From an optimization exercise on the open Yosys and OpenROAD flow, aimed at small area, a short achievable clock period and few clock cycles; shortcuts taken in it are not production practice. Only simulation tests tie the RTL to the original design; equivalence was not proved.

==> flow/design.v (outline; a module is shown in full before it is edited, if it fits) <==
// module FPTrig: 747 lines
// module mul24: 1956 lines
module FPTrig(
    input clock,
    input reset,
    input start,
    input [1:0] func,
    input [31:0] a_in,
    output reg [31:0] result,
    output reg done
    );
  // ...
==> flow/run.sh <==
#!/bin/bash
# synth_recipe.tcl (not shown) runs the flow's synth.tcl, then flattens the netlist and writes it again
# the make line also repeats each setting of config.mk as NAME=value (left out here)
make -C /OpenROAD-flow-scripts/flow DESIGN_CONFIG=/design/flow/config.mk WORK_HOME=/design/flow/orfs CLKGATE_MAP_FILE= SYNTH_SCRIPT=/design/flow/synth_recipe.tcl finish
==> flow/config.mk <==
export PLATFORM = sky130hd
export DESIGN_NAME = FPTrig
export DESIGN_NICKNAME = FPTrig
export VERILOG_FILES = /design/flow/design.v
export SDC_FILE = /design/flow/constraint.sdc
export NUM_CORES = 4
export LEC_CHECK = 0
export ABC_AREA = 1
export CAP_MARGIN = 20
export CORE_MARGIN = 2
export CORE_UTILIZATION = 40
export SLEW_MARGIN = 20
==> flow/constraint.sdc <==
create_clock -name core_clock -period 20.0 [get_ports {clock}]
set_input_delay 4.0000 -clock core_clock [delete_from_list [all_inputs] [get_ports {clock}]]
set_output_delay 4.0000 -clock core_clock [all_outputs]
set_load 0.01 [all_outputs]
==> flow_metrics.tcl, run 1 <==
set metrics [dict create \
    hold_buffers 0 \
    status "no timing/DRC/antenna violations" \
    die_w_um 352.0 \
    top_layer "met5" \
    final_common_cell "nand2_1" \
    via_per_inst 6.046 \
    whs_path_depth 2 \
    worst-path-buf-inv 9 \
    vias 56350 \
    worstPathRequired_ps 20230 \
    synth-seq-cells 135 \
    crit_family "simple AND/OR/NAND/NOR gates" \
    crit_arrival_ps 15470 \
    n_antenna_cell 11 \
    ff2ff_setup_slack_ps 4760 \
    finalNonFillerCells 9320 \
    fillCellCount 13170 \
    cp-end-kind "register" \
    clock_latency_ps 520 \
    area_share_nonclk_buffers_pct 3.400 \
    largest_class "multi-input gates" \
    met3RoutedLength_um 23210 \
    cts_tree "done" \
    holdPathEnd "step[2]" \
    start_kind "register" \
    cts_setup_buffers 0 \
]
Testbench counts, summed over its fixed seeds: cycles 47,984.
==> module FPTrig, before the edit <==
module FPTrig(
    input clock,
    input reset,
    input start,
    input [1:0] func,
    input [31:0] a_in,
    output reg [31:0] result,
    output reg done
    );
    localparam [31:0] ONE  = 32'h3f800000;
    localparam [31:0] PI_2 = 32'h3fc8f5c3;
    function [31:0] fadd_core(input [31:0] a, input [31:0] b);
        reg [7:0]  ea, eb, emax, e_far, e_near;
        reg [8:0]  dab, dba;
        reg        blt, eq, esub, near, d1a, d1b, neg, swap;
        reg [7:0]  d;
        reg [23:0] ma, mb, L, Sx, S, Sn;
        reg [24:0] mf, x1, x2, mn, mfar, mns;
        reg [4:0]  lz;
        reg [1:0]  lzf;
        begin
            ea = a[30:23]; eb = b[30:23];
            ma = {1'b1, a[22:0]}; mb = {1'b1, b[22:0]};
            esub = a[31] ^ b[31];
            dab = {1'b0, ea} - {1'b0, eb};
            dba = {1'b0, eb} - {1'b0, ea};
            blt = dab[8];                   
            eq  = ea == eb;
            emax = blt ? eb : ea;
            d  = blt ? dba[7:0] : dab[7:0];
            L  = blt ? mb : ma;
            Sx = blt ? ma : mb;
            S  = (d >= 8'd24) ? 24'd0 : Sx >> d[4:0];
            mf = esub ? {1'b0, L} - {1'b0, S} : {1'b0, L} + {1'b0, S};
            lzf = mf[24] ? 2'd0 : (mf[23] ? 2'd1 : 2'd2);
            mfar = mf << lzf;
            e_far = emax + 8'd1 - {6'd0, lzf};
            d1a = dab == 9'd1;              
            d1b = dba == 9'd1;              
            Sn = d1a ? {1'b0, mb[23:1]} : (d1b ? {1'b0, ma[23:1]} : mb);
            x1 = {1'b0, (d1b ? mb : ma)} - {1'b0, Sn};
            x2 = {1'b0, Sn} - {1'b0, ma};
            neg = eq & x1[24];              
            mn = neg ? x2 : x1;
            lz = 5'd24;
            begin : lzc
                integer k;
                for (k = 0; k < 24; k = k + 1)
                    if (mn[k + 1]) lz = 5'd23 - k;
            end
            near = esub & (eq | d1a | d1b);
            swap = blt | neg;
            e_near = emax + 8'd1 - {3'd0, lz};
            mns = mn << lz;
            if (near)
                fadd_core = {a[31] ^ swap, e_near, mns[23:1]};
            else
                fadd_core = {a[31] ^ (esub & swap), e_far, mfar[23:1]};
        end
    endfunction
    function [31:0] faddsub(input [31:0] a, input [31:0] b, input sub);
        reg [31:0] bb;
        reg a0, b0;
        begin
            bb = {b[31] ^ sub, b[30:0]};
            a0 = a[30:0] == 31'd0;
            b0 = b[30:0] == 31'd0;
            if (sub ? b0 : (b0 & ~a0))
                faddsub = a;
            else if (sub && a == b)
                faddsub = 32'd0;
            else if (a0)
                faddsub = bb;
            else
                faddsub = fadd_core(a, bb);
        end
    endfunction
    function [31:0] fdivk(input [31:0] a, input [1:0] k, input [7:0] ed);
        reg        ge;
        reg [27:0] v;
        reg [1:0]  r3 [1:7];
        reg [2:0]  r5 [1:7];
        reg [22:0] q;
        reg [3:0]  qd;
        reg [8:0]  te;
        integer i;
        begin
            case (k)
            2'd0: begin
                ge = a[22];
                v  = ge ? {3'd0, 1'b1, a[22:0], 1'b0} : {2'd0, 1'b1, a[22:0], 2'b01};
            end
            2'd1: begin
                ge = a[22] & a[21] & a[20];
                v  = ge ? {1'b0, 1'b1, a[22:0], 3'b011} : {1'b1, a[22:0], 4'b0111};
            end
            default: begin
                ge = a[22] | a[21];
                v  = ge ? {2'd0, 1'b1, a[22:0], 2'b01} : {1'd0, 1'b1, a[22:0], 3'b010};
            end
            endcase
            r3[7] = 2'd0;
            r5[7] = 3'd0;
            for (i = 6; i >= 1; i = i - 1) begin
                r3[i] = m3add(r3[i+1], v[4*i +: 4]);
                r5[i] = m5add(r5[i+1], v[4*i +: 4]);
            end
            for (i = 0; i < 6; i = i + 1) begin
                case (k)
                2'd0:    qd = q3(r3[i+1], v[4*i +: 4]);
                2'd1:    qd = q15(r3[i+1], r5[i+1], v[4*i +: 4]);
                default: qd = q5(r5[i+1], v[4*i +: 4]);
                endcase
                if (i < 5) q[4*i +: 4] = qd;
                else       q[22:20] = qd[2:0];
            end
            te = {1'b0, a[30:23]} - {1'b0, ed} + 9'd127 - {8'd0, ~ge};
            if (a[30:23] == 8'd255)
                fdivk = {a[31], 8'd255, 23'd0};
            else if (te[8])
                fdivk = {a[31], te[7] ? 8'd0 : 8'd255, 23'd0};
            else
                fdivk = {a[31], te[7:0], q};
        end
    endfunction
    function [31:0] fhalf(input [31:0] a);
        begin
            if (a[30:23] == 8'd255)
                fhalf = {a[31], 8'd255, 23'd0};
            else if (a[30:23] == 8'd0)
                fhalf = {a[31], 31'd0};
            else
                fhalf = {a[31], a[30:23] - 8'd1, a[22:0]};
        end
    endfunction
    function [31:0] fmul3(input [31:0] a);
        reg [25:0] p;
        begin
            p = {1'b1, a[22:0], 1'b0} + {2'b01, a[22:0]};
            if (a[30:0] == 31'b0)
                fmul3 = 32'b0;
            else if (p[25])
                fmul3 = {a[31], a[30:23] + 8'd2, p[24:2]};
            else
                fmul3 = {a[31], a[30:23] + 8'd1, p[23:2], 1'b0};
        end
    endfunction
    reg [31:0] X, R2, R3;
    reg [1:0]  op;
    reg [2:0]  step;
    reg        busy;
    wire s1 = step == 3'd1, s2 = step == 3'd2, s3 = step == 3'd3,
         s4 = step == 3'd4, s5 = step == 3'd5, s6 = step == 3'd6;
    wire f_sin = op == 2'd0, f_cos = op == 2'd1, f_asin = op == 2'd2, f_acos = op == 2'd3;
    wire [31:0] mul_a = s1 ? X : R2;
    wire [31:0] mul_b = s1 ? X : (s3 ? R3 : (f_cos ? R2 : X));
    wire [47:0] mul_p;
    mul24 u_mul(.x({1'b1, mul_a[22:0]}), .z({1'b1, mul_b[22:0]}), .p(mul_p));
    wire [7:0]  mul_e = mul_a[30:23] + mul_b[30:23] - 8'd126;
    wire [31:0] mul_y = (mul_a[30:0] == 31'b0 || mul_b[30:0] == 31'b0) ? 32'b0 :
                        mul_p[47] ? {mul_a[31] ^ mul_b[31], mul_e, mul_p[46:24]} :
                                    {mul_a[31] ^ mul_b[31], mul_e - 8'd1, mul_p[45:24], 1'b0};
    wire [31:0] div_in = (s3 & ~f_cos) ? R3 :
                         (f_sin | f_cos) ? result : fmul3(f_acos ? R2 : result);
    wire [1:0]  div_k  = (s3 | f_cos) ? 2'd0 : (f_sin ? 2'd1 : 2'd2);
    wire [7:0]  div_ed = f_cos ? 8'd131 : s3 ? 8'd129 : (f_sin ? 8'd133 : 8'd132);
    wire [31:0] div_y  = fdivk(div_in, div_k, div_ed);
    reg  [31:0] add_a, add_b;
    reg         add_sub;
    always @* begin
        case (op)
        2'd0: begin
            add_a = s4 ? X : R3;
            add_b = s4 ? R3 : result;
            add_sub = s4;
        end
        2'd1: begin
            add_a = s2 ? ONE : R3;
            add_b = s2 ? fhalf(R2) : result;
            add_sub = s2;
        end
        2'd2: begin
            add_a = s5 ? result : X;
            add_b = s5 ? R3 : result;
            add_sub = 1'b0;
        end
        default: begin
            add_a = s2 ? PI_2 : result;
            add_b = s2 ? X : (s4 ? R3 : R2);
            add_sub = 1'b1;
        end
        endcase
    end
    wire [31:0] add_y = faddsub(add_a, add_b, add_sub);
    wire last = (f_sin & s5) | (f_cos & s4) | (f_asin & s6) | (f_acos & s5);
    always @(posedge clock) begin
        done <= 1'b0;
        if (reset) begin
            busy <= 1'b0;
            step <= 3'd0;
        end else if (!busy) begin
            if (start) begin
                X <= a_in;
                op <= func;
                busy <= 1'b1;
                step <= 3'd1;
            end
        end else begin
            step <= step + 3'd1;
            if (last) begin
                busy <= 1'b0;
                done <= 1'b1;
            end
            if (s1) R2 <= mul_y;
            else if (f_acos & s3) R2 <= mul_y;
            else if (f_acos & s4) R2 <= div_y;
            if (s2 & ~f_cos) R3 <= mul_y;
            else if (s2 & f_cos) R3 <= add_y;
            else if (s3 & ~f_cos) R3 <= div_y;
            else if (s4 & f_sin) R3 <= add_y;
            if ((s2 & f_cos) | (s3 & (f_sin | f_asin))) result <= mul_y;
            else if ((s3 & f_cos) | (s4 & (f_sin | f_asin))) result <= div_y;
            else if (last | (s2 & f_acos) | (s4 & f_acos) | (s5 & f_asin)) result <= add_y;
        end
    end
    function [1:0] m3add(input [1:0] r, input [3:0] d);
        case ({r, d})
        6'd0: m3add = 2'd0;
        6'd1: m3add = 2'd1;
        6'd2: m3add = 2'd2;
        6'd3: m3add = 2'd0;
        6'd4: m3add = 2'd1;
        6'd5: m3add = 2'd2;
        6'd6: m3add = 2'd0;
        6'd7: m3add = 2'd1;
        6'd8: m3add = 2'd2;
        6'd9: m3add = 2'd0;
        6'd10: m3add = 2'd1;
        6'd11: m3add = 2'd2;
        6'd12: m3add = 2'd0;
        6'd13: m3add = 2'd1;
        6'd14: m3add = 2'd2;
        6'd15: m3add = 2'd0;
        6'd16: m3add = 2'd1;
        6'd17: m3add = 2'd2;
        6'd18: m3add = 2'd0;
        6'd19: m3add = 2'd1;
        6'd20: m3add = 2'd2;
        6'd21: m3add = 2'd0;
        6'd22: m3add = 2'd1;
        6'd23: m3add = 2'd2;
        6'd24: m3add = 2'd0;
        6'd25: m3add = 2'd1;
        6'd26: m3add = 2'd2;
        6'd27: m3add = 2'd0;
        6'd28: m3add = 2'd1;
        6'd29: m3add = 2'd2;
        6'd30: m3add = 2'd0;
        6'd31: m3add = 2'd1;
        6'd32: m3add = 2'd2;
        6'd33: m3add = 2'd0;
        6'd34: m3add = 2'd1;
        6'd35: m3add = 2'd2;
        6'd36: m3add = 2'd0;
        6'd37: m3add = 2'd1;
        6'd38: m3add = 2'd2;
        6'd39: m3add = 2'd0;
        6'd40: m3add = 2'd1;
        6'd41: m3add = 2'd2;
        6'd42: m3add = 2'd0;
        6'd43: m3add = 2'd1;
        6'd44: m3add = 2'd2;
        6'd45: m3add = 2'd0;
        6'd46: m3add = 2'd1;
        6'd47: m3add = 2'd2;
        default: m3add = 2'd0;
        endcase
    endfunction
    function [2:0] m5add(input [2:0] r, input [3:0] d);
        case ({r, d})
        7'd0: m5add = 3'd0;
        7'd1: m5add = 3'd1;
        7'd2: m5add = 3'd2;
        7'd3: m5add = 3'd3;
        7'd4: m5add = 3'd4;
        7'd5: m5add = 3'd0;
        7'd6: m5add = 3'd1;
        7'd7: m5add = 3'd2;
        7'd8: m5add = 3'd3;
        7'd9: m5add = 3'd4;
        7'd10: m5add = 3'd0;
        7'd11: m5add = 3'd1;
        7'd12: m5add = 3'd2;
        7'd13: m5add = 3'd3;
        7'd14: m5add = 3'd4;
        7'd15: m5add = 3'd0;
        7'd16: m5add = 3'd1;
        7'd17: m5add = 3'd2;
        7'd18: m5add = 3'd3;
        7'd19: m5add = 3'd4;
        7'd20: m5add = 3'd0;
        7'd21: m5add = 3'd1;
        7'd22: m5add = 3'd2;
        7'd23: m5add = 3'd3;
        7'd24: m5add = 3'd4;
        7'd25: m5add = 3'd0;
        7'd26: m5add = 3'd1;
        7'd27: m5add = 3'd2;
        7'd28: m5add = 3'd3;
        7'd29: m5add = 3'd4;
        7'd30: m5add = 3'd0;
        7'd31: m5add = 3'd1;
        7'd32: m5add = 3'd2;
        7'd33: m5add = 3'd3;
        7'd34: m5add = 3'd4;
        7'd35: m5add = 3'd0;
        7'd36: m5add = 3'd1;
        7'd37: m5add = 3'd2;
        7'd38: m5add = 3'd3;
        7'd39: m5add = 3'd4;
        7'd40: m5add = 3'd0;
        7'd41: m5add = 3'd1;
        7'd42: m5add = 3'd2;
        7'd43: m5add = 3'd3;
        7'd44: m5add = 3'd4;
        7'd45: m5add = 3'd0;
        7'd46: m5add = 3'd1;
        7'd47: m5add = 3'd2;
        7'd48: m5add = 3'd3;
        7'd49: m5add = 3'd4;
        7'd50: m5add = 3'd0;
        7'd51: m5add = 3'd1;
        7'd52: m5add = 3'd2;
        7'd53: m5add = 3'd3;
        7'd54: m5add = 3'd4;
        7'd55: m5add = 3'd0;
        7'd56: m5add = 3'd1;
        7'd57: m5add = 3'd2;
        7'd58: m5add = 3'd3;
        7'd59: m5add = 3'd4;
        7'd60: m5add = 3'd0;
        7'd61: m5add = 3'd1;
        7'd62: m5add = 3'd2;
        7'd63: m5add = 3'd3;
        7'd64: m5add = 3'd4;
        7'd65: m5add = 3'd0;
        7'd66: m5add = 3'd1;
        7'd67: m5add = 3'd2;
        7'd68: m5add = 3'd3;
        7'd69: m5add = 3'd4;
        7'd70: m5add = 3'd0;
        7'd71: m5add = 3'd1;
        7'd72: m5add = 3'd2;
        7'd73: m5add = 3'd3;
        7'd74: m5add = 3'd4;
        7'd75: m5add = 3'd0;
        7'd76: m5add = 3'd1;
        7'd77: m5add = 3'd2;
        7'd78: m5add = 3'd3;
        7'd79: m5add = 3'd4;
        default: m5add = 3'd0;
        endcase
    endfunction
    function [3:0] q3(input [1:0] r, input [3:0] d);
        case ({r, d})
        6'd0: q3 = 4'd0;
        6'd1: q3 = 4'd0;
        6'd2: q3 = 4'd0;
        6'd3: q3 = 4'd1;
        6'd4: q3 = 4'd1;
        6'd5: q3 = 4'd1;
        6'd6: q3 = 4'd2;
        6'd7: q3 = 4'd2;
        6'd8: q3 = 4'd2;
        6'd9: q3 = 4'd3;
        6'd10: q3 = 4'd3;
        6'd11: q3 = 4'd3;
        6'd12: q3 = 4'd4;
        6'd13: q3 = 4'd4;
        6'd14: q3 = 4'd4;
        6'd15: q3 = 4'd5;
        6'd16: q3 = 4'd5;
        6'd17: q3 = 4'd5;
        6'd18: q3 = 4'd6;
        6'd19: q3 = 4'd6;
        6'd20: q3 = 4'd6;
        6'd21: q3 = 4'd7;
        6'd22: q3 = 4'd7;
        6'd23: q3 = 4'd7;
        6'd24: q3 = 4'd8;
        6'd25: q3 = 4'd8;
        6'd26: q3 = 4'd8;
        6'd27: q3 = 4'd9;
        6'd28: q3 = 4'd9;
        6'd29: q3 = 4'd9;
        6'd30: q3 = 4'd10;
        6'd31: q3 = 4'd10;
        6'd32: q3 = 4'd10;
        6'd33: q3 = 4'd11;
        6'd34: q3 = 4'd11;
        6'd35: q3 = 4'd11;
        6'd36: q3 = 4'd12;
        6'd37: q3 = 4'd12;
        6'd38: q3 = 4'd12;
        6'd39: q3 = 4'd13;
        6'd40: q3 = 4'd13;
        6'd41: q3 = 4'd13;
        6'd42: q3 = 4'd14;
        6'd43: q3 = 4'd14;
        6'd44: q3 = 4'd14;
        6'd45: q3 = 4'd15;
        6'd46: q3 = 4'd15;
        6'd47: q3 = 4'd15;
        default: q3 = 4'd0;
        endcase
    endfunction
    function [3:0] q5(input [2:0] r, input [3:0] d);
        case ({r, d})
        7'd0: q5 = 4'd0;
        7'd1: q5 = 4'd0;
        7'd2: q5 = 4'd0;
        7'd3: q5 = 4'd0;
        7'd4: q5 = 4'd0;
        7'd5: q5 = 4'd1;
        7'd6: q5 = 4'd1;
        7'd7: q5 = 4'd1;
        7'd8: q5 = 4'd1;
        7'd9: q5 = 4'd1;
        7'd10: q5 = 4'd2;
        7'd11: q5 = 4'd2;
        7'd12: q5 = 4'd2;
        7'd13: q5 = 4'd2;
        7'd14: q5 = 4'd2;
        7'd15: q5 = 4'd3;
        7'd16: q5 = 4'd3;
        7'd17: q5 = 4'd3;
        7'd18: q5 = 4'd3;
        7'd19: q5 = 4'd3;
        7'd20: q5 = 4'd4;
        7'd21: q5 = 4'd4;
        7'd22: q5 = 4'd4;
        7'd23: q5 = 4'd4;
        7'd24: q5 = 4'd4;
        7'd25: q5 = 4'd5;
        7'd26: q5 = 4'd5;
        7'd27: q5 = 4'd5;
        7'd28: q5 = 4'd5;
        7'd29: q5 = 4'd5;
        7'd30: q5 = 4'd6;
        7'd31: q5 = 4'd6;
        7'd32: q5 = 4'd6;
        7'd33: q5 = 4'd6;
        7'd34: q5 = 4'd6;
        7'd35: q5 = 4'd7;
        7'd36: q5 = 4'd7;
        7'd37: q5 = 4'd7;
        7'd38: q5 = 4'd7;
        7'd39: q5 = 4'd7;
        7'd40: q5 = 4'd8;
        7'd41: q5 = 4'd8;
        7'd42: q5 = 4'd8;
        7'd43: q5 = 4'd8;
        7'd44: q5 = 4'd8;
        7'd45: q5 = 4'd9;
        7'd46: q5 = 4'd9;
        7'd47: q5 = 4'd9;
        7'd48: q5 = 4'd9;
        7'd49: q5 = 4'd9;
        7'd50: q5 = 4'd10;
        7'd51: q5 = 4'd10;
        7'd52: q5 = 4'd10;
        7'd53: q5 = 4'd10;
        7'd54: q5 = 4'd10;
        7'd55: q5 = 4'd11;
        7'd56: q5 = 4'd11;
        7'd57: q5 = 4'd11;
        7'd58: q5 = 4'd11;
        7'd59: q5 = 4'd11;
        7'd60: q5 = 4'd12;
        7'd61: q5 = 4'd12;
        7'd62: q5 = 4'd12;
        7'd63: q5 = 4'd12;
        7'd64: q5 = 4'd12;
        7'd65: q5 = 4'd13;
        7'd66: q5 = 4'd13;
        7'd67: q5 = 4'd13;
        7'd68: q5 = 4'd13;
        7'd69: q5 = 4'd13;
        7'd70: q5 = 4'd14;
        7'd71: q5 = 4'd14;
        7'd72: q5 = 4'd14;
        7'd73: q5 = 4'd14;
        7'd74: q5 = 4'd14;
        7'd75: q5 = 4'd15;
        7'd76: q5 = 4'd15;
        7'd77: q5 = 4'd15;
        7'd78: q5 = 4'd15;
        7'd79: q5 = 4'd15;
        default: q5 = 4'd0;
        endcase
    endfunction
    function [3:0] q15(input [1:0] r3, input [2:0] r5, input [3:0] d);
        case ({r3, r5, d})
        9'd0: q15 = 4'd0;
        9'd1: q15 = 4'd0;
        9'd2: q15 = 4'd0;
        9'd3: q15 = 4'd0;
        9'd4: q15 = 4'd0;
        9'd5: q15 = 4'd0;
        9'd6: q15 = 4'd0;
        9'd7: q15 = 4'd0;
        9'd8: q15 = 4'd0;
        9'd9: q15 = 4'd0;
        9'd10: q15 = 4'd0;
        9'd11: q15 = 4'd0;
        9'd12: q15 = 4'd0;
        9'd13: q15 = 4'd0;
        9'd14: q15 = 4'd0;
        9'd15: q15 = 4'd1;
        9'd16: q15 = 4'd6;
        9'd17: q15 = 4'd6;
        9'd18: q15 = 4'd6;
        9'd19: q15 = 4'd6;
        9'd20: q15 = 4'd6;
        9'd21: q15 = 4'd6;
        9'd22: q15 = 4'd6;
        9'd23: q15 = 4'd6;
        9'd24: q15 = 4'd6;
        9'd25: q15 = 4'd7;
        9'd26: q15 = 4'd7;
        9'd27: q15 = 4'd7;
        9'd28: q15 = 4'd7;
        9'd29: q15 = 4'd7;
        9'd30: q15 = 4'd7;
        9'd31: q15 = 4'd7;
        9'd32: q15 = 4'd12;
        9'd33: q15 = 4'd12;
        9'd34: q15 = 4'd12;
        9'd35: q15 = 4'd13;
        9'd36: q15 = 4'd13;
        9'd37: q15 = 4'd13;
        9'd38: q15 = 4'd13;
        9'd39: q15 = 4'd13;
        9'd40: q15 = 4'd13;
        9'd41: q15 = 4'd13;
        9'd42: q15 = 4'd13;
        9'd43: q15 = 4'd13;
        9'd44: q15 = 4'd13;
        9'd45: q15 = 4'd13;
        9'd46: q15 = 4'd13;
        9'd47: q15 = 4'd13;
        9'd48: q15 = 4'd3;
        9'd49: q15 = 4'd3;
        9'd50: q15 = 4'd3;
        9'd51: q15 = 4'd3;
        9'd52: q15 = 4'd3;
        9'd53: q15 = 4'd3;
        9'd54: q15 = 4'd3;
        9'd55: q15 = 4'd3;
        9'd56: q15 = 4'd3;
        9'd57: q15 = 4'd3;
        9'd58: q15 = 4'd3;
        9'd59: q15 = 4'd3;
        9'd60: q15 = 4'd4;
        9'd61: q15 = 4'd4;
        9'd62: q15 = 4'd4;
        9'd63: q15 = 4'd4;
        9'd64: q15 = 4'd9;
        9'd65: q15 = 4'd9;
        9'd66: q15 = 4'd9;
        9'd67: q15 = 4'd9;
        9'd68: q15 = 4'd9;
        9'd69: q15 = 4'd9;
        9'd70: q15 = 4'd10;
        9'd71: q15 = 4'd10;
        9'd72: q15 = 4'd10;
        9'd73: q15 = 4'd10;
        9'd74: q15 = 4'd10;
        9'd75: q15 = 4'd10;
        9'd76: q15 = 4'd10;
        9'd77: q15 = 4'd10;
        9'd78: q15 = 4'd10;
        9'd79: q15 = 4'd10;
        9'd128: q15 = 4'd10;
        9'd129: q15 = 4'd10;
        9'd130: q15 = 4'd10;
        9'd131: q15 = 4'd10;
        9'd132: q15 = 4'd10;
        9'd133: q15 = 4'd11;
        9'd134: q15 = 4'd11;
        9'd135: q15 = 4'd11;
        9'd136: q15 = 4'd11;
        9'd137: q15 = 4'd11;
        9'd138: q15 = 4'd11;
        9'd139: q15 = 4'd11;
        9'd140: q15 = 4'd11;
        9'd141: q15 = 4'd11;
        9'd142: q15 = 4'd11;
        9'd143: q15 = 4'd11;
        9'd144: q15 = 4'd1;
        9'd145: q15 = 4'd1;
        9'd146: q15 = 4'd1;
        9'd147: q15 = 4'd1;
        9'd148: q15 = 4'd1;
        9'd149: q15 = 4'd1;
        9'd150: q15 = 4'd1;
        9'd151: q15 = 4'd1;
        9'd152: q15 = 4'd1;
        9'd153: q15 = 4'd1;
        9'd154: q15 = 4'd1;
        9'd155: q15 = 4'd1;
        9'd156: q15 = 4'd1;
        9'd157: q15 = 4'd1;
        9'd158: q15 = 4'd2;
        9'd159: q15 = 4'd2;
        9'd160: q15 = 4'd7;
        9'd161: q15 = 4'd7;
        9'd162: q15 = 4'd7;
        9'd163: q15 = 4'd7;
        9'd164: q15 = 4'd7;
        9'd165: q15 = 4'd7;
        9'd166: q15 = 4'd7;
        9'd167: q15 = 4'd7;
        9'd168: q15 = 4'd8;
        9'd169: q15 = 4'd8;
        9'd170: q15 = 4'd8;
        9'd171: q15 = 4'd8;
        9'd172: q15 = 4'd8;
        9'd173: q15 = 4'd8;
        9'd174: q15 = 4'd8;
        9'd175: q15 = 4'd8;
        9'd176: q15 = 4'd13;
        9'd177: q15 = 4'd13;
        9'd178: q15 = 4'd14;
        9'd179: q15 = 4'd14;
        9'd180: q15 = 4'd14;
        9'd181: q15 = 4'd14;
        9'd182: q15 = 4'd14;
        9'd183: q15 = 4'd14;
        9'd184: q15 = 4'd14;
        9'd185: q15 = 4'd14;
        9'd186: q15 = 4'd14;
        9'd187: q15 = 4'd14;
        9'd188: q15 = 4'd14;
        9'd189: q15 = 4'd14;
        9'd190: q15 = 4'd14;
        9'd191: q15 = 4'd14;
        9'd192: q15 = 4'd4;
        9'd193: q15 = 4'd4;
        9'd194: q15 = 4'd4;
        9'd195: q15 = 4'd4;
        9'd196: q15 = 4'd4;
        9'd197: q15 = 4'd4;
        9'd198: q15 = 4'd4;
        9'd199: q15 = 4'd4;
        9'd200: q15 = 4'd4;
        9'd201: q15 = 4'd4;
        9'd202: q15 = 4'd4;
        9'd203: q15 = 4'd5;
        9'd204: q15 = 4'd5;
        9'd205: q15 = 4'd5;
        9'd206: q15 = 4'd5;
        9'd207: q15 = 4'd5;
        9'd256: q15 = 4'd5;
        9'd257: q15 = 4'd5;
        9'd258: q15 = 4'd5;
        9'd259: q15 = 4'd5;
        9'd260: q15 = 4'd5;
        9'd261: q15 = 4'd5;
        9'd262: q15 = 4'd5;
        9'd263: q15 = 4'd5;
        9'd264: q15 = 4'd5;
        9'd265: q15 = 4'd5;
        9'd266: q15 = 4'd6;
        9'd267: q15 = 4'd6;
        9'd268: q15 = 4'd6;
        9'd269: q15 = 4'd6;
        9'd270: q15 = 4'd6;
        9'd271: q15 = 4'd6;
        9'd272: q15 = 4'd11;
        9'd273: q15 = 4'd11;
        9'd274: q15 = 4'd11;
        9'd275: q15 = 4'd11;
        9'd276: q15 = 4'd12;
        9'd277: q15 = 4'd12;
        9'd278: q15 = 4'd12;
        9'd279: q15 = 4'd12;
        9'd280: q15 = 4'd12;
        9'd281: q15 = 4'd12;
        9'd282: q15 = 4'd12;
        9'd283: q15 = 4'd12;
        9'd284: q15 = 4'd12;
        9'd285: q15 = 4'd12;
        9'd286: q15 = 4'd12;
        9'd287: q15 = 4'd12;
        9'd288: q15 = 4'd2;
        9'd289: q15 = 4'd2;
        9'd290: q15 = 4'd2;
        9'd291: q15 = 4'd2;
        9'd292: q15 = 4'd2;
        9'd293: q15 = 4'd2;
        9'd294: q15 = 4'd2;
        9'd295: q15 = 4'd2;
        9'd296: q15 = 4'd2;
        9'd297: q15 = 4'd2;
        9'd298: q15 = 4'd2;
        9'd299: q15 = 4'd2;
        9'd300: q15 = 4'd2;
        9'd301: q15 = 4'd3;
        9'd302: q15 = 4'd3;
        9'd303: q15 = 4'd3;
        9'd304: q15 = 4'd8;
        9'd305: q15 = 4'd8;
        9'd306: q15 = 4'd8;
        9'd307: q15 = 4'd8;
        9'd308: q15 = 4'd8;
        9'd309: q15 = 4'd8;
        9'd310: q15 = 4'd8;
        9'd311: q15 = 4'd9;
        9'd312: q15 = 4'd9;
        9'd313: q15 = 4'd9;
        9'd314: q15 = 4'd9;
        9'd315: q15 = 4'd9;
        9'd316: q15 = 4'd9;
        9'd317: q15 = 4'd9;
        9'd318: q15 = 4'd9;
        9'd319: q15 = 4'd9;
        9'd320: q15 = 4'd14;
        9'd321: q15 = 4'd15;
        9'd322: q15 = 4'd15;
        9'd323: q15 = 4'd15;
        9'd324: q15 = 4'd15;
        9'd325: q15 = 4'd15;
        9'd326: q15 = 4'd15;
        9'd327: q15 = 4'd15;
        9'd328: q15 = 4'd15;
        9'd329: q15 = 4'd15;
        9'd330: q15 = 4'd15;
        9'd331: q15 = 4'd15;
        9'd332: q15 = 4'd15;
        9'd333: q15 = 4'd15;
        9'd334: q15 = 4'd15;
        9'd335: q15 = 4'd15;
        default: q15 = 4'd0;
        endcase
    endfunction
endmodule
==> run 2, diff against run 1 <==
--- a/flow/design.v
+++ b/flow/design.v
@@ -45,14 +45,13 @@
             mn = neg ? x2 : x1;
-            lz = 5'd24;
-            begin : lzc
-                integer k;
-                for (k = 0; k < 24; k = k + 1)
-                    if (mn[k + 1]) lz = 5'd23 - k;
-            end
+            mns = mn;
+            lz[4] = mns[23:8] == 16'd0;  if (lz[4]) mns = mns << 16;
+            lz[3] = mns[23:16] == 8'd0;  if (lz[3]) mns = mns << 8;
+            lz[2] = mns[23:20] == 4'd0;  if (lz[2]) mns = mns << 4;
+            lz[1] = mns[23:22] == 2'd0;  if (lz[1]) mns = mns << 2;
+            lz[0] = ~mns[23];            if (lz[0]) mns = mns << 1;
             near = esub & (eq | d1a | d1b);
             swap = blt | neg;
-            e_near = emax + 8'd1 - {3'd0, lz};
-            mns = mn << lz;
+            e_near = emax - (mns[23] ? {3'd0, lz} : 8'd23);
             if (near)
-                fadd_core = {a[31] ^ swap, e_near, mns[23:1]};
+                fadd_core = {a[31] ^ swap, e_near, mns[22:0]};
             else
@@ -149,10 +148,12 @@
     reg [31:0] X, R2, R3;
-    reg [1:0]  op;
-    reg [2:0]  step;
-    reg        busy;
-    wire s1 = step == 3'd1, s2 = step == 3'd2, s3 = step == 3'd3,
-         s4 = step == 3'd4, s5 = step == 3'd5, s6 = step == 3'd6;
-    wire f_sin = op == 2'd0, f_cos = op == 2'd1, f_asin = op == 2'd2, f_acos = op == 2'd3;
-    wire [31:0] mul_a = s1 ? X : R2;
-    wire [31:0] mul_b = s1 ? X : (s3 ? R3 : (f_cos ? R2 : X));
+    reg sn1, sn2, sn3, sn4, sn5;
+    reg c1, c2, c3, c4;
+    reg a1, a2, a3, a4, a5, a6;
+    reg ac1, ac2, ac3, ac4, ac5;
+    wire first = sn1 | c1 | a1 | ac1;
+    wire last  = sn5 | c4 | a6 | ac5;
+    wire busy  = first | sn2 | sn3 | sn4 | c2 | c3 | a2 | a3 | a4 | a5 | ac2 | ac3 | ac4;
+    wire mb_r3 = sn3 | a3 | ac3;
+    wire [31:0] mul_a = first ? X : R2;
+    wire [31:0] mul_b = ({32{first | sn2 | a2 | ac2}} & X) | ({32{c2}} & R2) | ({32{mb_r3}} & R3);
     wire [47:0] mul_p;
@@ -163,64 +164,39 @@
                                     {mul_a[31] ^ mul_b[31], mul_e - 8'd1, mul_p[45:24], 1'b0};
-    wire [31:0] div_in = (s3 & ~f_cos) ? R3 :
-                         (f_sin | f_cos) ? result : fmul3(f_acos ? R2 : result);
-    wire [1:0]  div_k  = (s3 | f_cos) ? 2'd0 : (f_sin ? 2'd1 : 2'd2);
-    wire [7:0]  div_ed = f_cos ? 8'd131 : s3 ? 8'd129 : (f_sin ? 8'd133 : 8'd132);
+    wire [31:0] div_in = ({32{mb_r3}} & R3) | ({32{sn4 | c3}} & result) |
+                         ({32{a4 | ac4}} & fmul3(a4 ? result : R2));
+    wire [1:0]  div_k  = sn4 ? 2'd1 : ((a4 | ac4) ? 2'd2 : 2'd0);
+    wire [7:0]  div_ed = c3 ? 8'd131 : (sn4 ? 8'd133 : ((a4 | ac4) ? 8'd132 : 8'd129));
     wire [31:0] div_y  = fdivk(div_in, div_k, div_ed);
-    reg  [31:0] add_a, add_b;
-    reg         add_sub;
-    always @* begin
-        case (op)
-        2'd0: begin
-            add_a = s4 ? X : R3;
-            add_b = s4 ? R3 : result;
-            add_sub = s4;
-        end
-        2'd1: begin
-            add_a = s2 ? ONE : R3;
-            add_b = s2 ? fhalf(R2) : result;
-            add_sub = s2;
-        end
-        2'd2: begin
-            add_a = s5 ? result : X;
-            add_b = s5 ? R3 : result;
-            add_sub = 1'b0;
-        end
-        default: begin
-            add_a = s2 ? PI_2 : result;
-            add_b = s2 ? X : (s4 ? R3 : R2);
-            add_sub = 1'b1;
-        end
-        endcase
-    end
+    wire [31:0] add_a = ({32{sn4 | a6}} & X) | ({32{sn5 | c4}} & R3) | ({32{c2}} & ONE) |
+                        ({32{a5 | ac4 | ac5}} & result) | ({32{ac2}} & PI_2);
+    wire [31:0] add_b = ({32{sn4 | a5 | ac4}} & R3) | ({32{sn5 | c4 | a6}} & result) |
+                        ({32{c2}} & fhalf(R2)) | ({32{ac2}} & X) | ({32{ac5}} & R2);
+    wire        add_sub = sn4 | c2 | ac2 | ac4 | ac5;
     wire [31:0] add_y = faddsub(add_a, add_b, add_sub);
-    wire last = (f_sin & s5) | (f_cos & s4) | (f_asin & s6) | (f_acos & s5);
     always @(posedge clock) begin
-        done <= 1'b0;
         if (reset) begin
-            busy <= 1'b0;
-            step <= 3'd0;
-        end else if (!busy) begin
-            if (start) begin
-                X <= a_in;
-                op <= func;
-                busy <= 1'b1;
-                step <= 3'd1;
-            end
+            {sn1, sn2, sn3, sn4, sn5} <= 5'd0;
+            {c1, c2, c3, c4} <= 4'd0;
+            {a1, a2, a3, a4, a5, a6} <= 6'd0;
+            {ac1, ac2, ac3, ac4, ac5} <= 5'd0;
         end else begin
-            step <= step + 3'd1;
-            if (last) begin
-                busy <= 1'b0;
-                done <= 1'b1;
-            end
-            if (s1) R2 <= mul_y;
-            else if (f_acos & s3) R2 <= mul_y;
-            else if (f_acos & s4) R2 <= div_y;
-            if (s2 & ~f_cos) R3 <= mul_y;
-            else if (s2 & f_cos) R3 <= add_y;
-            else if (s3 & ~f_cos) R3 <= div_y;
-            else if (s4 & f_sin) R3 <= add_y;
-            if ((s2 & f_cos) | (s3 & (f_sin | f_asin))) result <= mul_y;
-            else if ((s3 & f_cos) | (s4 & (f_sin | f_asin))) result <= div_y;
-            else if (last | (s2 & f_acos) | (s4 & f_acos) | (s5 & f_asin)) result <= add_y;
-        end
+            sn1 <= start & ~busy & (func == 2'd0);
+            c1  <= start & ~busy & (func == 2'd1);
+            a1  <= start & ~busy & (func == 2'd2);
+            ac1  <= start & ~busy & (func == 2'd3);
+            {sn2, sn3, sn4, sn5} <= {sn1, sn2, sn3, sn4};
+            {c2, c3, c4} <= {c1, c2, c3};
+            {a2, a3, a4, a5, a6} <= {a1, a2, a3, a4, a5};
+            {ac2, ac3, ac4, ac5} <= {ac1, ac2, ac3, ac4};
+        end
+        done <= ~reset & last;
+        if (start & ~busy) X <= a_in;
+        if (first | ac3) R2 <= mul_y;
+        else if (ac4) R2 <= div_y;
+        if (sn2 | a2 | ac2) R3 <= mul_y;
+        else if (mb_r3) R3 <= div_y;
+        else if (sn4 | c2) R3 <= add_y;
+        if (c2 | sn3 | a3) result <= mul_y;
+        else if (c3 | sn4 | a4) result <= div_y;
+        else if (sn5 | c4 | a5 | a6 | ac2 | ac4 | ac5) result <= add_y;
     end
==> flow/flow/run.sh (new file) <==
#!/bin/bash
# The standard layout (the standard.sh, standard synthesis included) with
# a larger setup margin for the resizer's timing repair, so that it keeps
# shortening paths below the 20 ns clock. Full make output goes to flow.log.
set -euo pipefail
bash standard.sh SETUP_SLACK_MARGIN=10 finish > flow.log 2>&1
==> flow/standard.sh (new file) <==
#!/bin/bash
# synth_recipe.tcl (not shown) runs the flow's synth.tcl, then flattens the netlist and writes it again
# the make line also repeats each setting of config.mk as NAME=value (left out here)
make -C /OpenROAD-flow-scripts/flow DESIGN_CONFIG=/design/flow/config.mk WORK_HOME=/design/flow/orfs CLKGATE_MAP_FILE= SYNTH_SCRIPT=/design/flow/synth_recipe.tcl "${@:-finish}"
removed: flow/run.sh
==> run 2 against run 1 <==
Effect of this change:
- worst hold slack worse by 120 ps
- register-to-register slack improved by 4900 ps
- count of clock-buffer cells in the layout stayed put
- critical path type unchanged
- largest cell class unchanged
==> flow_metrics.tcl, run 2 <==
set metrics [dict create \
    cp_max_fo 20 \
    setup_viol 0 \
    max_freq_mhz 96.32 \
    slew_violations 0 \
    io_buffers 69 \
    cts_buffers 17 \
    final_common_cell "nand2_1" \
    htreeDepth 4 \
    path_clk_slew_ps 100 \
    antenna_left 0 \
    grtUsageTotal_pct 36.99 \
    finalHoldViolations 0 \
    dpl-instance-area_um2 49290 \
    fin_ws_ps 9618 \
    finalWirelength_um 235500 \
    routedWlPerCell_um 25.37 \
    rsz0062_at_grt "true" \
    holdPathEnd "a2" \
    r2r_cells 69 \
    cts.path.max_buffers 2 \
    dp.cells 8952 \
    hold_buffers 0 \
    grt_overflow 0 \
    grt_max_degree 52 \
    synth_edf_count 128 \
    worstHoldPathType "register to register" \
    cap_violations 0 \
    ff2ff_setup_slack_ps 9620 \
    cts_root_buf "clkbuf_16" \
    grt_pass1_vias 52380 \
    synth_most_common_cell "nand2_1" \
    ys.flop_type "edfxtp_1" \
    syn-num-nets 8201 \
    finalNonFillerCells 9283 \
    synth_top_area_share_pct 14.35 \
    synthTopCellsByArea "nand2_1 14%, fa_1 11%, inv_1 8.4%" \
    final_cell_mix "1,734 x nand2_1, 1,021 x inv_1, 461 x o21ai_0, 459 x nor2_1, 439 x nand3_1" \
    start_kind "register" \
    synth_area_um2 47150 \
    drt_iter0_drc 7669 \
    synth-seq-cells 149 \
    whs_path_depth 2 \
    synthTopCellsByCount "1,803 x nand2_1, 1,061 x inv_1, 579 x o21ai_0, 504 x nor2_1, 466 x nand3_1" \
    period_share_pct 51.91 \
    yosysWarnings 3 \
    gp_congestion 1.037 \
    rows 125 \
    cts.sinks 149 \
    crit_type "register to register" \
    cp_common_cell "nand2_2" \
    cp_slowest_cell "edfxtp_1" \
    netlist_instances 7620 \
    coreArea_um2 116500 \
    die_w_um 347.3 \
    relSlewSlack_pct 14.34 \
    dieArea_um2 120600 \
    hp-start "a1" \
    dpl.hpwl_um 173600 \
    clock_latency_ps 480 \
    postSynthAreaPerCell_um2 6.188 \
    start_util_pct 40.46 \
    cp_slowest_stage_delay_ps 490 \
    finClkSkew_ps 26.31 \
    status "no timing/DRC/antenna violations" \
    antenna_found_initial 11 \
    reg2reg_from "R2[26]" \
    worst_slew_pin_slew_ps 1276 \
    worstPathRequired_ps 20200 \
    vias 57240 \
    final_net_count 8323 \
    post-place-ws_ps 5609 \
    cts_tree "done" \
    cp-end-kind "register" \
    synth_cell_types 81 \
    async_reset_ff_share_pct 0 \
    fin_area_um2 55230 \
    die_height_um 347.3 \
    dr.pass1.iters 9 \
    synthToLayoutAreaGrowth_pct 17.14 \
    yosysSeqAreaShare_pct 9.044 \
    synth_top_area_cell "nand2_1" \
    drive_above_1_share_pct 14.40 \
    grt_pass1_wl_um 339600 \
    io_pins 70 \
    crit_arrival_ps 10580 \
    via_per_inst 6.166 \
    min_period_ps 10380 \
    r2r-end "result[30]" \
    drc 0 \
    final.setup.tns_ps 0 \
]
run 2: changes by cell type after synthesis, sizes merged, moves of 25 or more:
| cell | delta |
|---|---|
| o22ai | -37 |
| nand3 | +31 |
| nand2 | -52 |
| a31oi | -27 |
| nor3 | +29 |
| o21ai | -114 |
| nor4 | +27 |
| inv | -25 |
run 2: worst max-delay path by stage:
stage | cells after the start | to | startpoint
2_1_floorplan | 66 | R3[29] | R2[23]
3_3_place_gp | 70 | result[30] | c4
3_5_place_dp | 67 | result[30] | c4
4_1_cts | 75 | result[30] | R2[23]
5_1_grt | 68 | result[30] | R2[23]
6_report | 69 | result[30] | R2[26]
run 2: cell type report:
type	instances	area (um2)
Fill cell	12280	61290
Sequential cell	149	4270
Tap cell	1524	1907
Timing Repair inverter	5	32.53
Timing Repair Buffer	482	4504
Clock inverter	15	198.9
Inverter	1128	4388
Clock buffer	17	425.4
Antenna cell	4	10.01
Multi-Input combinational cell	5959	39490
run 2: cells by family after synthesis:
kind of cell	share of synthesized area [%]
multiplexers	0.2972
AO/OA/AOI/OAI	22.65
buffers and inverters	12.67
adder cells (fa/ha/maj)	18.47
AND/OR/NAND/NOR	28.77
XOR/XNOR	8.099
flip-flops	9.044
run 2: critical path, delay by kind of cell, from the launching register on:
family / cells / cell delay (ps)
flip-flops: 1 / 490
AO/OA/AOI/OAI: 26 / 3790
buffers and inverters: 11 / 1280
AND/OR/NAND/NOR: 22 / 2190
adder cells (fa/ha/maj): 6 / 1520
multiplexers: 1 / 210
XOR/XNOR: 3 / 530
run 2: routing by layer:
metal	up-vias	part of all wire (%)	track usage, %	wire (um)
met5	-	0.051	0.1200	121
li1	25630	-	-	-
met2	3818	41	53.82	96080
met4	14	5.3	15.47	12380
met3	768	14	11.60	32650
met1	27010	40	50.19	94240
run 2: timing repair:
action,4_1_cts,5_1_grt
gates resized for setup,388,342
buffers inserted,154,107
pin swaps,115,154
setup endpoints to repair,93,92
cloned,29,5
run 2: per-stage QoR:
stage                     hold WS (ps)  utilization, %
after floorplan                  402.7               -
after CTS                        447.3           45.46
after global routing             463.6           47.39
final                            432.4           47.40
after global placement           421.6           42.30
after detailed placement         424.0           42.31
Testbench counts of run 2, summed over its fixed seeds: cycles 47,984.
==> run 3, diff against run 2 <==
==> flow/run.sh (new file) <==
#!/bin/bash
# synth_recipe.tcl (not shown) runs the flow's synth.tcl, then flattens the netlist and writes it again
# the make line also repeats each setting of config.mk as NAME=value (left out here)
make -C /OpenROAD-flow-scripts/flow DESIGN_CONFIG=/design/flow/config.mk WORK_HOME=/design/flow/orfs CLKGATE_MAP_FILE= SYNTH_SCRIPT=/design/flow/synth_recipe.tcl finish
--- a/flow/config.mk
+++ b/flow/config.mk
@@ -11,2 +11,3 @@
 export CORE_UTILIZATION = 40
+export SETUP_SLACK_MARGIN = 5
 export SLEW_MARGIN = 20
removed: flow/flow/run.sh
removed: flow/standard.sh
==> run 3 against run 2 <==
Effect of this change:
- die area unchanged
- synthesized cell count stayed put
- first-iteration DRC count down 3.5%
- flip-flop and latch count unchanged
- utilization decreased by 4.6 points
- register-to-register slack got worse by 3400 ps
- worst setup slack worse by 3400 ps
- final cell count decreased by 3.1%
- cell area down 9.6%
- synthesized area unchanged
- critical path depth unchanged
- critical path type unchanged
- largest cell class unchanged
==> flow_metrics.tcl, run 3 <==
set metrics [dict create \
    crit_arrival_ps 14000 \
    grt_pass1_wl_um 328200 \
    routedWlPerCell_um 24.93 \
    multi_input_comb_area_um2 37130 \
    min_period_ps 13770 \
    synth_most_common_cell "nand2_1" \
    io_buffers 69 \
    io_pins 70 \
    finalHoldViolations 0 \
    drt_iter0_drc 7404 \
    cts_root_buf "clkbuf_16" \
    relSlewSlack_pct 17.69 \
    cp-end-kind "register" \
    hold_buffers 0 \
    synth_top_area_cell "nand2_1" \
    grt_pass1_vias 50460 \
    slew_violations 0 \
    dpl.hpwl_um 172000 \
    worst_slew_pin_slew_ps 1222 \
    grt_max_degree 92 \
    ys.flop_type "edfxtp_1" \
    die_w_um 347.3 \
    fillCellCount 12570 \
    synthToLayoutAreaGrowth_pct 5.862 \
    final.setup.tns_ps 0 \
    finalWirelength_um 224200 \
    vias 54790 \
    final_net_count 8034 \
    max_freq_mhz 72.63 \
    grt_overflow 0 \
    rsz0062_at_grt "false" \
    cp_common_cell "nand2_1" \
    rows 125 \
    gp_congestion 1.051 \
    drive_above_1_share_pct 5.934 \
    start_util_pct 40.46 \
    final-seq-area_um2 4265 \
    hold_slack_ps 424.1 \
    dieArea_um2 120600 \
    worst-path-buf-inv 10 \
    status "no timing/DRC/antenna violations" \
    cts_buffers 17 \
    dr.pass1.iters 7 \
    crit_family "simple AND/OR/NAND/NOR gates" \
    synth-seq-cells 149 \
    postSynthAreaPerCell_um2 6.188 \
    cp_slowest_cell "nand2_1" \
    dpl-instance-area_um2 49260 \
    yosysWarnings 3 \
    finalNonFillerCells 8992 \
    final_common_cell "nand2_1" \
    synth_top_area_share_pct 14.35 \
    start_kind "register" \
    synthTopCellsByCount "1,803 x nand2_1, 1,061 x inv_1, 579 x o21ai_0, 504 x nor2_1, 466 x nand3_1" \
    cts.sinks 149 \
    fin_area_um2 49910 \
    syn-num-nets 8201 \
    htreeDepth 4 \
    synth_area_um2 47150 \
    cts.path.max_buffers 2 \
    synthTopCellsByArea "nand2_1 14%, fa_1 11%, inv_1 8.4%" \
    antenna_left 0 \
    coreArea_um2 116500 \
    period_share_pct 68.85 \
    via_per_inst 6.093 \
    final_cell_mix "1,798 x nand2_1, 1,057 x inv_1, 576 x o21ai_0, 498 x nor2_1, 464 x nand3_1" \
    cp_slowest_stage_delay_ps 520 \
    cap_violations 0 \
    worstPathRequired_ps 20230 \
    path_clk_slew_ps 80 \
    antenna_found_initial 7 \
    dp.cells 8956 \
    drc 0 \
    crit_type "register to register" \
    setup_viol 0 \
    netlist_instances 7620 \
    synth_cell_types 81 \
    cts_tree "done" \
    worstHoldPathType "register to register" \
    clock_latency_ps 500 \
    grtUsageTotal_pct 35.80 \
    finClkSkew_ps 16.93 \
    cp_max_fo 79 \
    die_height_um 347.3 \
    async_reset_ff_share_pct 0 \
    yosysSeqAreaShare_pct 9.044 \
    synth_edf_count 128 \
]
[run 3: logic make-up (layout without fill, tap and decap cells)]
| group | after synthesis | in the layout | share of synthesized area, % |
|---|---|---|---|
| and+or+nand+nor | 3144 | 3144 | 28.77 |
| DFF | 149 | 149 | 9.044 |
| muxes | 14 | 14 | 0.2972 |
| xor gates and xnor gates | 436 | 436 | 8.099 |
| other | 0 | 2 | 0 |
| AOI/OAI and AO/OA | 1808 | 1808 | 22.65 |
| buffers and inverters | 1524 | 1370 | 12.67 |
| adders and majority gates | 545 | 545 | 18.47 |
[run 3: metrics by stage]
stage | utilization (%) | worst slack (ps)
after floorplan | - | 9216
after global placement | 42.25 | 4408
after detailed placement | 42.27 | 4317
after CTS | 42.77 | 5186
after global routing | 42.83 | 5120
final | 42.84 | 6231
[run 3: final timing paths]
path | endpoint | cells after the start | start | slack [ps]
worst max-delay path | result[30] | 69 | c4 | 6230
worst min-delay path | a4 | 2 | a3 | 420
worst max register to register | result[30] | 69 | c4 | 6230
worst min register to register | a4 | 2 | a3 | 420
[run 3: tightest hold or removal path: stages, from the launching register on]
cell     delay, ps
dfxtp_1        310
inv_1           50
nor2_1          30
[run 3: repair_timing]
action                     4_1_cts  5_1_grt
gates cloned                     0        0
setup endpoints to repair       22       60
gates resized for setup          2       17
buffers inserted                 0        2
[run 3: area by class of cell]
class / count / area share [%]
Timing Repair Buffer: 210 / 3.545
Multi-Input combinational cell: 5947 / 74.39
Clock inverter: 15 / 0.2858
Clock buffer: 17 / 0.8523
Sequential cell: 149 / 8.546
Antenna cell: 2 / 0.01003
Inverter: 1128 / 8.551
Tap cell: 1524 / 3.820
[run 3: layer usage]
layer	up-vias	global-route usage, %	share of wire (%)
met1	25700	49.79	42
met4	8	13.19	4.5
met5	-	0.04002	0.023
li1	24990	-	-
met3	518	11.51	14
met2	3566	51.22	40

==> what the ideal ports hide <==
Ports are ideal in the flow. The routed layouts listed here were re-timed in OpenROAD. Step 1: set_driving_cell puts a clkbuf_16 on clock and a buf_2 on each other input, an assumption about the parent block. Step 2 times the ports against the registers' clock, not the clock port: input delays grow and output delays shrink by t, the midpoint of the rising clock arrivals with the driver on. Slacks: no drivers / after step 1 / after step 2; pairs: no drivers / after step 1.
| run | t (ns) | setup WS [ns] | worst hold slack (ns) | worst setup path at the end | worst data-port slew with drivers (ns) |
|---|---|---|---|---|---|
| run 1 | 0.584 | 4.760 / 4.760 / 4.760 | 0.551 / 0.551 / 0.551 | register to register | 0.09 |
| run 2 | 0.536 | 9.618 / 9.618 / 9.618 | 0.432 / 0.432 / 0.432 | register to register | 0.04 |
| run 3 | 0.561 | 6.231 / 6.231 / 6.231 | 0.424 / 0.424 / 0.424 | register to register | 0.08 |
After both steps every run listed still meets setup and hold.
